From an optimization exercise on the open Yosys and OpenROAD flow, aimed at small area, a short achievable clock period and few clock cycles per item; shortcuts taken in it are not production practice.
In this exercise RTL edits were held to simulation tests only and were not proved equivalent to the original.

## yarrow
## CNN
module CNN(
    input                       clk,
    input                       rst_n,
    input                       in_valid,
    input      signed [15:0]    in_data,
    input                       opt,
    output reg                  out_valid,
    output reg signed [15:0]    out_data
);
For scale: ~4500 cells after synthesis, ~970 flip-flops, ~54000 um2 of cells after synthesis.
==> flow/config.mk <==
export PLATFORM = sky130hd
export DESIGN_NAME = CNN
export DESIGN_NICKNAME = CNN
export VERILOG_FILES = /design/flow/design.v
export SDC_FILE = /design/flow/constraint.sdc
export NUM_CORES = 4
export LEC_CHECK = 0
export ABC_CLOCK_PERIOD_IN_PS = 4500
export CAP_MARGIN = 20
export CORE_MARGIN = 2
export CORE_UTILIZATION = 40
export SLEW_MARGIN = 20
==> flow/constraint.sdc <==
create_clock -name core_clock -period 18.0 [get_ports {clk}]
set_input_delay 3.6000 -clock core_clock [delete_from_list [all_inputs] [get_ports {clk}]]
set_output_delay 3.6000 -clock core_clock [all_outputs]
set_load 0.01 [all_outputs]
standard.sh (not shown) runs the stock make flow with config.mk's settings and CLKGATE_MAP_FILE= SYNTH_SCRIPT=/design/flow/synth_recipe.tcl, a recipe that flattens the netlist after the stock synthesis.
==> flow/flow/run.sh <==
#!/bin/bash
set -euo pipefail
export SETUP_SLACK_MARGIN=13.5
bash standard.sh > standard.log 2>&1
yarrow finished all stages; the layout is clean.
Testbench counts of yarrow, summed over its fixed seeds: cycles 66,240, items 960.
> inputs changed (yarrow -> ember)
==> flow/run.sh (new file) <==
#!/bin/bash
# synth_recipe.tcl (not shown) runs the flow's synth.tcl, then flattens the netlist and writes it again
# the make line also repeats each setting of config.mk as NAME=value (left out here)
make -C /OpenROAD-flow-scripts/flow DESIGN_CONFIG=/design/flow/config.mk WORK_HOME=/design/flow/orfs CLKGATE_MAP_FILE= SYNTH_SCRIPT=/design/flow/synth_recipe.tcl finish
removed: flow/flow/run.sh
removed: flow/standard.sh
## What came out
Between ember and yarrow, total of plain and repair buffers excluding clock buffers is lower for ember, yarrow comes in above that.
Compared with yarrow, ember shows a higher share of final layout cell area taken by clock buffers and inverters.
ember vs. yarrow: non-clock buffer area fraction after layout went down, total wirelength of the detailed-routed design has decreased.
Total track usage: ember vs yarrow, no meaningful difference
In the reports for ember and yarrow, the smaller cell area belongs to ember.
Between yarrow and ember, synthesis-to-layout area growth decreased.
Row post-route minimum period: ember higher / yarrow lower

========
== rev 12 ==
Starting RTL as in the previous note.
Settings: LEC_CHECK=0, ABC_CLOCK_PERIOD_IN_PS=4500, CAP_MARGIN=20, CORE_MARGIN=2, CORE_UTILIZATION=40, SLEW_MARGIN=20; clock period 18.0 ns.
==> flow/flow/run.sh <==
#!/bin/bash
set -euo pipefail
export SYNTH_ARGS=-noabc
export SETUP_SLACK_MARGIN=13.5
bash standard.sh > standard.log 2>&1
Testbench counts of rev 12, summed over its fixed seeds: cycles 66,240, items 960.
## Diff of input files: rev 13 against rev 12
- CTS_CLUSTER_DIAMETER newly set to 150
- CTS_CLUSTER_SIZE newly set to 20
==> flow/run.sh (new file) <==
#!/bin/bash
# synth_recipe.tcl (not shown) runs the flow's synth.tcl, then flattens the netlist and writes it again
# the make line also repeats each setting of config.mk as NAME=value (left out here)
make -C /OpenROAD-flow-scripts/flow DESIGN_CONFIG=/design/flow/config.mk WORK_HOME=/design/flow/orfs CLKGATE_MAP_FILE= SYNTH_SCRIPT=/design/flow/synth_recipe.tcl finish
removed: flow/flow/run.sh
removed: flow/standard.sh
## What came out
- Changes observed in rev 13 relative to rev 12: signed area change from the synthesized netlist to the final layout shrank by 6.1 points; initial standard-cell utilization of the core held steady.
- Lower non-clock inverter instance count of the final layout goes to rev 12 over rev 13.
- Rev 13 vs rev 12 on number of ordinary and repair buffers in the finished layout: rev 13 is the lower one.
- Between rev 13 and rev 12, the design area figures differ only marginally.
- Minimum setup slack after placement: rev 12 and rev 13 compared, higher one is rev 12
- In the metrics for rev 12 and rev 13, the one carrying the higher well tap count is rev 13.

========
Another version of the RTL of CNN (not shown whole).
Size: about 990 flip-flops.
// CNN
module CNN(
    input                       clk,
    input                       rst_n,
    input                       in_valid,
    input      signed [15:0]    in_data,
    input                       opt,
    output reg                  out_valid,
    output reg signed [15:0]    out_data
);
clock: 18.0 ns
lec_check: 0
abc_clock_period_in_ps: 4500
cap_margin: 20
core_margin: 2
core_utilization: 40
cts_cluster_diameter: 150
cts_cluster_size: 20
slew_margin: 20
tns_end_percent: 20
==> flow/flow/run.sh <==
#!/bin/bash
set -euo pipefail
export SYNTH_ARGS=-noabc
export SETUP_SLACK_MARGIN=13.5
bash standard.sh > standard.log 2>&1
The baseline finished clean.
Testbench counts at the start, summed over its fixed seeds: cycles 66,240, items 960.
Change:
Settings changed: TNS_END_PERCENT 20 to unset.
The new run completed with no timing, DRC or antenna violations.
Setup slack is better by 0.027 ns.
Die area does not change.
Cell area barely changes.

========
CNN, a different RTL version from the one above (not shown whole).
Size: roughly 3800 cells after synthesis, about 990 flip-flops, ~37 I/O pins.
Settings: LEC_CHECK=0, ABC_CLOCK_PERIOD_IN_PS=4500, CAP_MARGIN=20, CORE_MARGIN=2, CORE_UTILIZATION=55, CTS_CLUSTER_DIAMETER=150, CTS_CLUSTER_SIZE=24, PLACE_DENSITY=0.65, SLEW_MARGIN=20; clock period 18.0 ns.
Scripts as last shown in full above: flow/flow/run.sh
The first run finished with timing, DRC and antenna clean.
Testbench counts at the start, summed over its fixed seeds: cycles 66,240, items 960.
Next try:
==> flow/run.sh (new file) <==
#!/bin/bash
# synth_recipe.tcl (not shown) runs the flow's synth.tcl, then flattens the netlist and writes it again
# the make line also repeats each setting of config.mk as NAME=value (left out here)
make -C /OpenROAD-flow-scripts/flow DESIGN_CONFIG=/design/flow/config.mk WORK_HOME=/design/flow/orfs CLKGATE_MAP_FILE= SYNTH_SCRIPT=/design/flow/synth_recipe.tcl finish
CORE_UTILIZATION = 40   (was 55)
CTS_CLUSTER_SIZE = 20   (was 24)
PLACE_DENSITY = default   (was 0.65)
removed: flow/flow/run.sh
removed: flow/standard.sh
Outcome:
- The changed run completed without violations
- worst hold slack is worse by 0.064 ns
- via count increases by 17%
- synthesized area goes up by 7.7%
- wire length went up by 6.8%
Next try:
==> flow/flow/run.sh (new file) <==
#!/bin/bash
set -euo pipefail
export SYNTH_ARGS=-noabc
export SETUP_SLACK_MARGIN=13.25
bash standard.sh > standard.log 2>&1
==> flow/standard.sh (new file) <==
#!/bin/bash
# synth_recipe.tcl (not shown) runs the flow's synth.tcl, then flattens the netlist and writes it again
# the make line also repeats each setting of config.mk as NAME=value (left out here)
make -C /OpenROAD-flow-scripts/flow DESIGN_CONFIG=/design/flow/config.mk WORK_HOME=/design/flow/orfs CLKGATE_MAP_FILE= SYNTH_SCRIPT=/design/flow/synth_recipe.tcl "${@:-finish}"
removed: flow/run.sh
Setup slack gets better by 0.49 ns.
Wire length fell by about 9%.
Next try:
==> flow/flow/run.sh (replaced) <==
#!/bin/bash
set -euo pipefail
export SYNTH_ARGS=-noabc
export SETUP_SLACK_MARGIN=13.5
bash standard.sh > standard.log 2>&1
Outcome:
- maximum frequency stays flat
- die area is unchanged
- worst setup slack is better by 0.0048 ns
- routed wire length rises by a few percent
- global-route usage rises by 0.41 points

## what the ideal ports hide
The results above use ideal ports. As a check the final layouts listed here were re-extracted and re-timed, cells and wires unchanged.
Step 1 assumes that a clkbuf_16 drives the clock port and a buf_2 every other input.
Step 2 times the ports against the registers' clock, not the clock port: input delays grow and output delays shrink by t, the midpoint of the rising clock arrivals with the driver on.
Slacks: ideal ports / drivers / drivers and shift; pairs: ideal ports / drivers.
| run | t (ns) | setup WS [ns] | worst hold slack (ns) | worst data-port slew with drivers (ns) | cell pins on the clock port's net |
|---|---|---|---|---|---|
| yarrow | 0.775 | 13.105 / 13.026 / 12.666 | 0.318 / 0.318 / 0.318 | 0.17 | 1 |
| ember | 0.781 | 12.712 / 12.629 / 12.280 | 0.275 / 0.275 / 0.275 | 0.15 | 1 |
| rev 12 | 0.777 | 13.118 / 13.040 / 12.787 | 0.298 / 0.298 / 0.298 | 0.13 | 1 |
| rev 13 | 0.750 | 12.776 / 12.701 / 12.273 | 0.307 / 0.307 / 0.307 | 0.15 | 1 |
| the first run of note 3 | 0.769 | 13.128 / 13.049 / 13.002 | 0.272 / 0.272 / 0.272 | 0.07 | 1 |
| the second run of note 3 | 0.749 | 13.155 / 13.077 / 13.036 | 0.265 / 0.265 / 0.265 | 0.09 | 1 |
| the first run of note 4 | 0.720 | 13.272 / 13.209 / 12.974 | 0.312 / 0.312 / 0.312 | 0.16 | 1 |
| the second run of note 4 | 0.757 | 12.739 / 12.662 / 12.891 | 0.248 / 0.248 / 0.248 | 0.05 | 1 |
| the third run of note 4 | 0.747 | 13.231 / 13.161 / 13.020 | 0.308 / 0.308 / 0.308 | 0.13 | 1 |
| the fourth run of note 4 | 0.771 | 13.236 / 13.159 / 13.000 | 0.302 / 0.302 / 0.302 | 0.12 | 1 |
After both steps every run listed still meets setup and hold. For rev 13, which loses most, drivers alone change the setup slack by -0.075 ns; drivers and shift together by -0.503 ns.
